Background: an optimization exercise with open tools, aiming at small area. Do not read the settings as production practice.
Function was checked by simulation only, so behaviour that the tests miss may differ from the original.
Power figures rest on the tool's default switching activity, not on a simulated workload.

<file path="flow/config.mk">
export PLATFORM = sky130hd
export DESIGN_NAME = top
export DESIGN_NICKNAME = top
export VERILOG_FILES = /design/flow/design.v
export SDC_FILE = /design/flow/constraint.sdc
export NUM_CORES = 4
export LEC_CHECK = 0
export CAP_MARGIN = 20
export CORE_MARGIN = 2
export CORE_UTILIZATION = 40
export SLEW_MARGIN = 20
</file>
<file path="flow/constraint.sdc">
create_clock -name core_clock -period 32.0 [get_ports {hwclk}]
set_input_delay 6.4000 -clock core_clock [delete_from_list [all_inputs] [get_ports {hwclk}]]
set_output_delay 6.4000 -clock core_clock [all_outputs]
set_load 0.01 [all_outputs]
</file>
<file path="flow/design.v">
module top (hwclk, reset, led1, led2, led3, led4, led5, led6, led7, led8, upButton, downButton, rx_data, tx_data, edge_detect, sampling, start_edge, baud_rate_cycle);
    input hwclk; 
    input reset; 
    output reg led1; 
    output reg led2; 
    output reg led3; 
    output reg led4; 
    output reg led5; 
    output reg led6; 
    output reg led7; 
    output reg led8;
	input upButton; 
	input downButton;
    input rx_data;
    output reg tx_data;
    output reg edge_detect;
    output reg sampling;
    output reg start_edge;
    output reg baud_rate_cycle;
    reg [4:0] led_state; 
    reg [31:0] counter; 
	reg [31:0] speedCounter; 
    reg [31:0] counter2;
    reg rx_data_dly;
    reg rx_data_dly_dly;
    reg [7:0] received_byte;
    reg [3:0] bit_index;
    reg [31:0] counter_baud_rate;
    reg [31:0] counter_idle;
    reg [23:0] counter_sq_wave;
    parameter IDLE = 2'b00, START = 2'b01, SAMPLE = 2'b10;
    parameter WAITING = 1'b0, LISTENING = 1'b1;
    reg [1:0] uart_state;
    reg holding;
    parameter SYS_FREQ = 11900000;
    parameter DESIRED_BAUD_RATE = 9600;
    parameter BAUD_RATE = SYS_FREQ / DESIRED_BAUD_RATE;
    reg [3:0] transmission_state;
    parameter CASE_ZERO = 4'b0000, CASE_ONE = 4'b0001, CASE_TWO = 4'b0010, CASE_THREE = 4'b0011, CASE_FOUR = 4'b0100, CASE_FIVE = 4'b0101, CASE_SIX = 4'b0110, CASE_SEVEN = 4'b0111, CASE_EIGHT = 4'b1000, 
              CASE_NINE = 4'b1001, CASE_TEN = 4'b1010, CASE_ELEVEN = 4'b1011, CASE_TWELVE = 4'b1100, CASE_THIRTEEN = 4'b1101, CASE_FOURTEEN = 4'b1110, CASE_FIFTEEN = 4'b1111;
    reg transmit_byte_ready;
    reg [7:0] transmit_byte;
    reg byte_ready;
    reg [3:0] byte_state;
	always @(posedge hwclk or posedge reset) begin
		if (reset) begin
			speedCounter <= 32'b00000000000100000000000000000000; 
		end else begin
			if (~upButton) begin
				speedCounter <= speedCounter + 1;
			end
			else if (~downButton) begin
				speedCounter <= speedCounter - 1;
			end
		end
	end      
    always @(posedge hwclk or posedge reset) begin
        if (reset) begin
            counter <= 32'b0;
            led_state <= 5'b00000;
        end else begin
			 if (counter <= speedCounter) begin
            	counter <= counter + 1;
			 end
			 else if (counter > speedCounter) begin
			 	counter <= 32'b0;
				led_state <= led_state + 1;
				if(led_state == 13) led_state <= 0;
			 end
        end
    end
	always @(*) begin
	case (led_state)
        5'b00000: {led1, led2, led3, led4, led5, led6, led7, led8} = 8'b10000000;
        5'b00001: {led1, led2, led3, led4, led5, led6, led7, led8} = 8'b01000000;
        5'b00010: {led1, led2, led3, led4, led5, led6, led7, led8} = 8'b00100000;
        5'b00011: {led1, led2, led3, led4, led5, led6, led7, led8} = 8'b00010000;
        5'b00100: {led1, led2, led3, led4, led5, led6, led7, led8} = 8'b00001000;
        5'b00101: {led1, led2, led3, led4, led5, led6, led7, led8} = 8'b00000100;
        5'b00110: {led1, led2, led3, led4, led5, led6, led7, led8} = 8'b00000010;
        5'b00111: {led1, led2, led3, led4, led5, led6, led7, led8} = 8'b00000001;
        5'b01000: {led1, led2, led3, led4, led5, led6, led7, led8} = 8'b00000010;
        5'b01001: {led1, led2, led3, led4, led5, led6, led7, led8} = 8'b00000100;
        5'b01010: {led1, led2, led3, led4, led5, led6, led7, led8} = 8'b00001000;
        5'b01011: {led1, led2, led3, led4, led5, led6, led7, led8} = 8'b00010000;
        5'b01100: {led1, led2, led3, led4, led5, led6, led7, led8} = 8'b00100000;
        5'b01101: {led1, led2, led3, led4, led5, led6, led7, led8} = 8'b01000000;
        default:  {led1, led2, led3, led4, led5, led6, led7, led8} = 8'b00000000;
	endcase
	end
always @(posedge hwclk or posedge reset) begin
    if (reset) begin
        rx_data_dly <= 1'b0;
        rx_data_dly_dly <= 1'b0;
        counter2 <= 0;
        edge_detect <= 1'b0;
    end 
    else begin
        rx_data_dly <= rx_data;
        rx_data_dly_dly <= rx_data_dly;
        if(rx_data_dly == 1'b0 && rx_data_dly_dly == 1'b1) begin
            edge_detect <= 1'b1;
        end
        else begin
            edge_detect <= 1'b0;
        end
    end
end
always @(posedge hwclk or posedge reset) begin
    if (reset) begin
        counter_baud_rate <= 0;
    end 
    else if (start_edge) begin
        counter_baud_rate <= 0;
    end
    else begin
        counter_baud_rate <= counter_baud_rate + 1;  
    end
end
always @(posedge hwclk or posedge reset) begin
    if (reset) begin
        uart_state <= IDLE;
        received_byte <= 0;
        bit_index <= 0;
        sampling <= 0;
        byte_ready <= 0;
    end
    else begin
        case(uart_state)
            IDLE: begin
                sampling <= 0;
                byte_ready <= 0;
                if(start_edge) begin
                    uart_state <= START;
                end
            end
            START: begin
                if(counter_baud_rate == (BAUD_RATE / 2)) begin
                    if (rx_data == 0) begin  
                        uart_state <= SAMPLE;
                        sampling <= 1;
                    end
                    else begin
                        uart_state <= IDLE;
                    end
                end
            end
            SAMPLE: begin
                if(counter_baud_rate % BAUD_RATE == (BAUD_RATE / 2)) begin
                    if (bit_index < 8) received_byte[bit_index[2:0]] <= rx_data;
                    sampling <= !sampling;
                    bit_index <= bit_index + 1;
                    if(bit_index == 8) begin
                        uart_state <= IDLE;
                        bit_index <= 0; 
                        byte_ready <= 1;
                    end
                end
            end
        endcase
    end
end
always @(posedge hwclk or posedge reset) begin
    if (reset) begin
        counter_idle <= 0;
        start_edge <= 0;
        holding <= WAITING;
    end
    else begin
        case(holding)
            WAITING: begin
                start_edge <= 0;  
                if(rx_data) begin
                    counter_idle <= counter_idle + 1;
                end
                else begin
                    counter_idle <= 0;
                end
                if(counter_idle >= BAUD_RATE * 10) begin
                    holding <= LISTENING;
                    counter_idle <= 0;
                end
            end
            LISTENING: begin
                if(edge_detect) begin
                    start_edge <= 1;
                    holding <= WAITING;
                end
                else begin
                    start_edge <= 0;
                end
            end
        endcase
    end
end
always @(posedge hwclk or posedge reset) begin
    if (reset) begin
        baud_rate_cycle <= 0;
        counter_sq_wave <= 0;
    end else if (counter_sq_wave >= BAUD_RATE) begin
        baud_rate_cycle <= 1;
        counter_sq_wave <= 0;
    end else begin
        counter_sq_wave <= counter_sq_wave + 1;
        baud_rate_cycle <= 0;
    end
end
always @(posedge hwclk or posedge reset) begin
    if (reset) begin
        transmit_byte_ready <= 1;
        transmit_byte <= 01000010;
        transmission_state <= CASE_ZERO;
        byte_state <= CASE_ZERO;
        tx_data <= 1;
    end
    else begin
        transmit_byte_ready <= 1;
        transmit_byte <= received_byte + 1;
        case(byte_state)
            CASE_ZERO: begin
                if (byte_ready) begin
                    byte_state <= CASE_ONE;
                end
            end
            CASE_ONE: begin
                if (baud_rate_cycle) begin
                    case(transmission_state)
                        CASE_ZERO: begin
                            if (transmit_byte_ready) begin
                                transmission_state <= CASE_ONE;
                            end else begin
                                tx_data <= 1;
                            end
                        end
                        CASE_ONE: begin
                            tx_data <= 0;
                            transmission_state <= CASE_TWO;
                        end
                        CASE_TWO: begin
                            tx_data <= transmit_byte[0];
                            transmission_state <= CASE_THREE;
                        end
                        CASE_THREE: begin
                            tx_data <= transmit_byte[1];
                            transmission_state <= CASE_FOUR;
                        end
                        CASE_FOUR: begin
                            tx_data <= transmit_byte[2];
                            transmission_state <= CASE_FIVE;
                        end
                        CASE_FIVE: begin
                            tx_data <= transmit_byte[3];
                            transmission_state <= CASE_SIX;
                        end
                        CASE_SIX: begin
                            tx_data <= transmit_byte[4];
                            transmission_state <= CASE_SEVEN;
                        end
                        CASE_SEVEN: begin
                            tx_data <= transmit_byte[5];
                            transmission_state <= CASE_EIGHT;
                        end
                        CASE_EIGHT: begin
                            tx_data <= transmit_byte[6];
                            transmission_state <= CASE_NINE;
                        end
                        CASE_NINE: begin
                            tx_data <= transmit_byte[7];
                            transmission_state <= CASE_TEN;
                        end
                        CASE_TEN: begin
                            tx_data <= 0;
                            transmission_state <= CASE_ELEVEN;
                        end
                        CASE_ELEVEN: begin
                            tx_data <= 1;
                            transmission_state <= CASE_TWELVE;
                        end
                        CASE_TWELVE: begin
                            tx_data <= 1;
                            transmission_state <= CASE_THIRTEEN;
                        end
                        CASE_THIRTEEN: begin
                            tx_data <= 1;
                            transmission_state <= CASE_FOURTEEN;
                        end
                        CASE_FOURTEEN: begin
                            tx_data <= 1;
                            transmission_state <= CASE_FIFTEEN;
                        end
                        CASE_FIFTEEN: begin
                            tx_data <= 1;
                            transmission_state <= CASE_ZERO;
                            byte_state <= CASE_ZERO;
                        end
                    endcase
                end
            end
        endcase
    end
end
endmodule	
</file>
<file path="flow/run.sh">
#!/bin/bash
# synth_recipe.tcl (not shown) runs the flow's synth.tcl, then flattens the netlist and writes it again
# the make line also repeats each setting of config.mk as NAME=value (left out here)
make -C /OpenROAD-flow-scripts/flow DESIGN_CONFIG=/design/flow/config.mk WORK_HOME=/design/flow/orfs CLKGATE_MAP_FILE= SYNTH_SCRIPT=/design/flow/synth_recipe.tcl finish
</file>
==> run notes <==
initial core utilization 0.402; outcome complete, no violations; Post-synth EDFFs 0; Port Buffers 17; Max stage delay on crit path 630 ps; share of layout cells above drive strength 1 0.0704; largest net degree at the start of global routing 124; Synth Flop Type dfrtp_1; WHS 389 ps; fin crit period 29200 ps; PwrDens 30.0 nW/µm²; fillcell total 5281; detailed-route via count 19744; Post-Synthesis Cells 2703; final-report hold violation count 0; register bit total from synthesis 193; # rows 84; Mean Syn Cell Area 7.79 µm²; CP arrival 29530 ps; Num Clock Sinks 193; initial DRC count 1456; Crit. path cell count 93; number of vias per cell 5.86; final wirelength 51.7 mm; hold wc startpoint rx_data_dly$_DFF_PP0_; layout net count 2763; CP top delay family compound AO/OA/AOI/OAI gates; first-pass GRT wire length 87.5 mm; worst skew pair latency 450 ps; Final ANT Viol Nets 0; Crit path required time 32330 ps; max cap viols 0; Clock Skew 19.7 ps; FMAX 34.2 MHz; Core ar. 52300 µm²; vias in the first global route 18079; slew margin rel. 0.342; worst r2r path cells 93; grt ovf 0; Remaining DRCs 0; r2r endpoint bit_index[3]$_DFFE_PP0P_; Total Routing Usage GR 0.187; routability congestion estimate 0.900; Least-Margin Pin Slew 980 ps; met3 Use GR 0.0168; Final Cycle Share 0.913; CTS tree yes; Hold Crit Endpoint rx_data_dly_dly$_DFF_PP0_; Initial DRT Pass Iterations 6; H-tree Lvls 4; Non-Filler Instances 3372; post-synth cell types 140; clock root buffer clkbuf_16; Pleak 9.02 nW; met1 usage 0.270; Worst setup SP type flip-flop; CP max-delay cell a311oi_4; register area share after synthesis 0.230; Crit Path Class flip-flop to flip-flop; Final Util 0.429; # IOs 18; Post-DP HPWL 38.5 mm; crit path buf inv count 1; M2 GR Usage 0.305; Fin Setup TNS 0 ps; Worst R2R Start counter_baud_rate[25]$_DFF_PP0_; area of the die 54500 µm²; crit path capture type flip-flop; Worst Path Max Fanout 15; antenna cell count 0; Synth Cell Area 21100 µm²; Worst setup startpoint counter_baud_rate[25]$_DFF_PP0_; Max Slew Vio Count 0; Hold/Removal Path Class flip-flop to flip-flop; initial antenna violation count 0; Design Area, Final 22400 µm²; most used cell, CP xnor2_1; WHS Path Cells 0; Final setup viols 0; Clock transition at path regs 90 ps; unrepaired setup endpoints after global routing no; CTS max path bufs 2; reg-to-reg setup timing slack 2800 ps; area growth from synthesis to layout 6.52%; Post-synth ARST share 1.00; Die Wd 233 µm; WL per Instance 15.3 µm; VDD IR-drop max 0.0000337 V; Num CTS Buffers 17; post-place instance area 21800 µm²; die height 233 µm; cell count after placement 3335; gr busiest metal met2; Yosys warnings 1
## worst register-to-register path: cells and delay by family, from the launching register on
family | cells | cell delay (ps)
flops | 1 | 550
mux | 2 | 840
buf+inv | 1 | 80
xor+xnor | 10 | 3660
fa+ha+maj | 2 | 540
simple gates | 19 | 5510
compound gates | 59 | 17930
## worst max-delay path by stage
stage,endpoint,slack (ps)
4_1_cts,bit_index[3]$_DFFE_PP0P_,2430
6_report,bit_index[3]$_DFFE_PP0P_,2800
3_3_place_gp,bit_index[3]$_DFFE_PP0P_,3580
5_1_grt,bit_index[3]$_DFFE_PP0P_,170
2_1_floorplan,received_byte[4]$_DFFE_PP0P_,8140
3_5_place_dp,bit_index[3]$_DFFE_PP0P_,2540
## per-stage QoR
stage | setup slack, ps | total power [mW]
after floorplan | 8140 | 0.428
after global placement | 3580 | 0.456
after detailed placement | 2540 | 0.463
after CTS | 2430 | 0.682
after global routing | 167 | 0.722
final | 2800 | 0.672
## Yosys cell counts (all sizes together) (33+ instances only)
library cell | number | area share
a21o | 50 | 0.019
clkbuf | 46 | 0.0082
nand2 | 217 | 0.039
nand4 | 44 | 0.013
nor3 | 63 | 0.016
nor2 | 284 | 0.051
nand3 | 96 | 0.024
o31ai | 33 | 0.014
inv | 146 | 0.026
a21oi | 192 | 0.049
xnor2 | 137 | 0.058
dfrtp | 188 | 0.22
a31oi | 41 | 0.014
buf | 48 | 0.013
nor2b | 35 | 0.010
and3 | 39 | 0.012
a211oi | 37 | 0.016
mux2i | 33 | 0.016
and2 | 70 | 0.021
ha | 86 | 0.051
o21a | 39 | 0.014
xor2 | 59 | 0.025
o21ai | 220 | 0.055
## layer usage
layer | routed length [µm] | up-vias
li1 | - | 9914
met4 | 549 | 0
met5 | 0 | -
met2 | 23500 | 395
met1 | 26100 | 9383
met3 | 1470 | 52
## power by group
| group | switching, mW | internal (mW) | total, mW | leakage, nW |
|---|---|---|---|---|
| registers | 0.0174 | 0.267 | 0.285 | 2.48 |
| clock network | 0.110 | 0.105 | 0.215 | 0.285 |
| logic | 0.0926 | 0.0799 | 0.172 | 6.26 |
| total | 0.220 | 0.452 | 0.672 | 9.02 |
## cell type report
cell class,count,area (µm²),area share
well taps,688,861,0.0384
multi-input cells,2282,15300,0.683
clock buffers,17,425,0.0190
repair buffers,31,275,0.0123
inverters,146,556,0.0248
flip-flops and latches,193,4840,0.216
clock inverters,15,168,0.00747
## sequential cells by signal (all words and copies together) (netlist names)
signal              count
led_state               5
holding                 1
counter                32
counter_idle           32
edge_detect             1
byte_state              1
received_byte           8
bit_index               4
tx_data                 1
sampling                1
transmit_byte           8
uart_state              2
baud_rate_cycle         1
start_edge              1
speedCounter           32
counter_sq_wave        24
byte_ready              1
rx_data_dly             1
rx_data_dly_dly         1
counter_baud_rate      32
transmission_state      4
## repair_timing
item                                    in CTS  in global routing
setup buffers                                0                  5
gates resized for setup                      0                  4
endpoints found under the hold margin        0                  0
endpoints found under the setup margin       0                 12
hold buffers                                 0                  0
## cells by family (layout without fill, tap and decap cells)
group                      count (synthesis)  in the layout  synth area share
xor gates and xnor gates                 196            196            0.0826
and+or+nand+nor                         1024           1024             0.245
buffers and inverters                    240            209            0.0473
other                                      1             13          0.000178
AOI/OAI and AO/OA                        891            891             0.308
DFF                                      193            193             0.230
muxes                                     53             53            0.0271
adders and majority gates                105            105            0.0607
## placed cells by master (no fill, tap or decap), types with 14 or more instances in the layout
master	n
a211o_1	15
a211oi_1	28
a21o_1	48
a21oi_1	183
a31oi_1	36
and2_1	67
and3_1	38
buf_4	14
clkbuf_16	17
clkdlybuf4s50_1	17
dfrtp_1	188
ha_1	86
inv_1	144
maj3_1	17
mux2i_1	32
nand2_1	216
nand2b_1	30
nand3_1	91
nand4_1	44
nor2_1	282
nor2b_1	35
nor3_1	60
nor3b_1	14
nor4_1	24
o211ai_1	25
o21a_1	38
o21ai_0	167
o21ai_1	44
o22ai_1	18
o31ai_1	29
or2_2	17
or3_1	26
xnor2_1	134
xor2_1	56

separate check: timing with driven ports:
The flow's constraints put no driver on any port. The routed layout listed below was extracted and timed again, unchanged, in two steps.
Step 1 assumes that a clkbuf_16 drives the clock port and a buf_2 every other input.
Step 2 adds t to the input delays and takes it off the output delays; t is the mean of the earliest and latest rising clock arrival at the registers after step 1. Input paths then give back, and output paths get back, about the clock's delay inside the block.
Three values: ideal ports, drivers, drivers and shift; two values: the first two.
shift t [ns]: 0.497
setup WS [ns]: 2.796 / 2.796 / 2.796
slew at the worst register clock pin (ns): 0.09 / 0.09
worst data-port slew with drivers (ns): 0.03
After both steps setup and hold are still met in this run. The setup slack of this run moves by 0.000 ns with the drivers and by 0.000 ns with both steps.
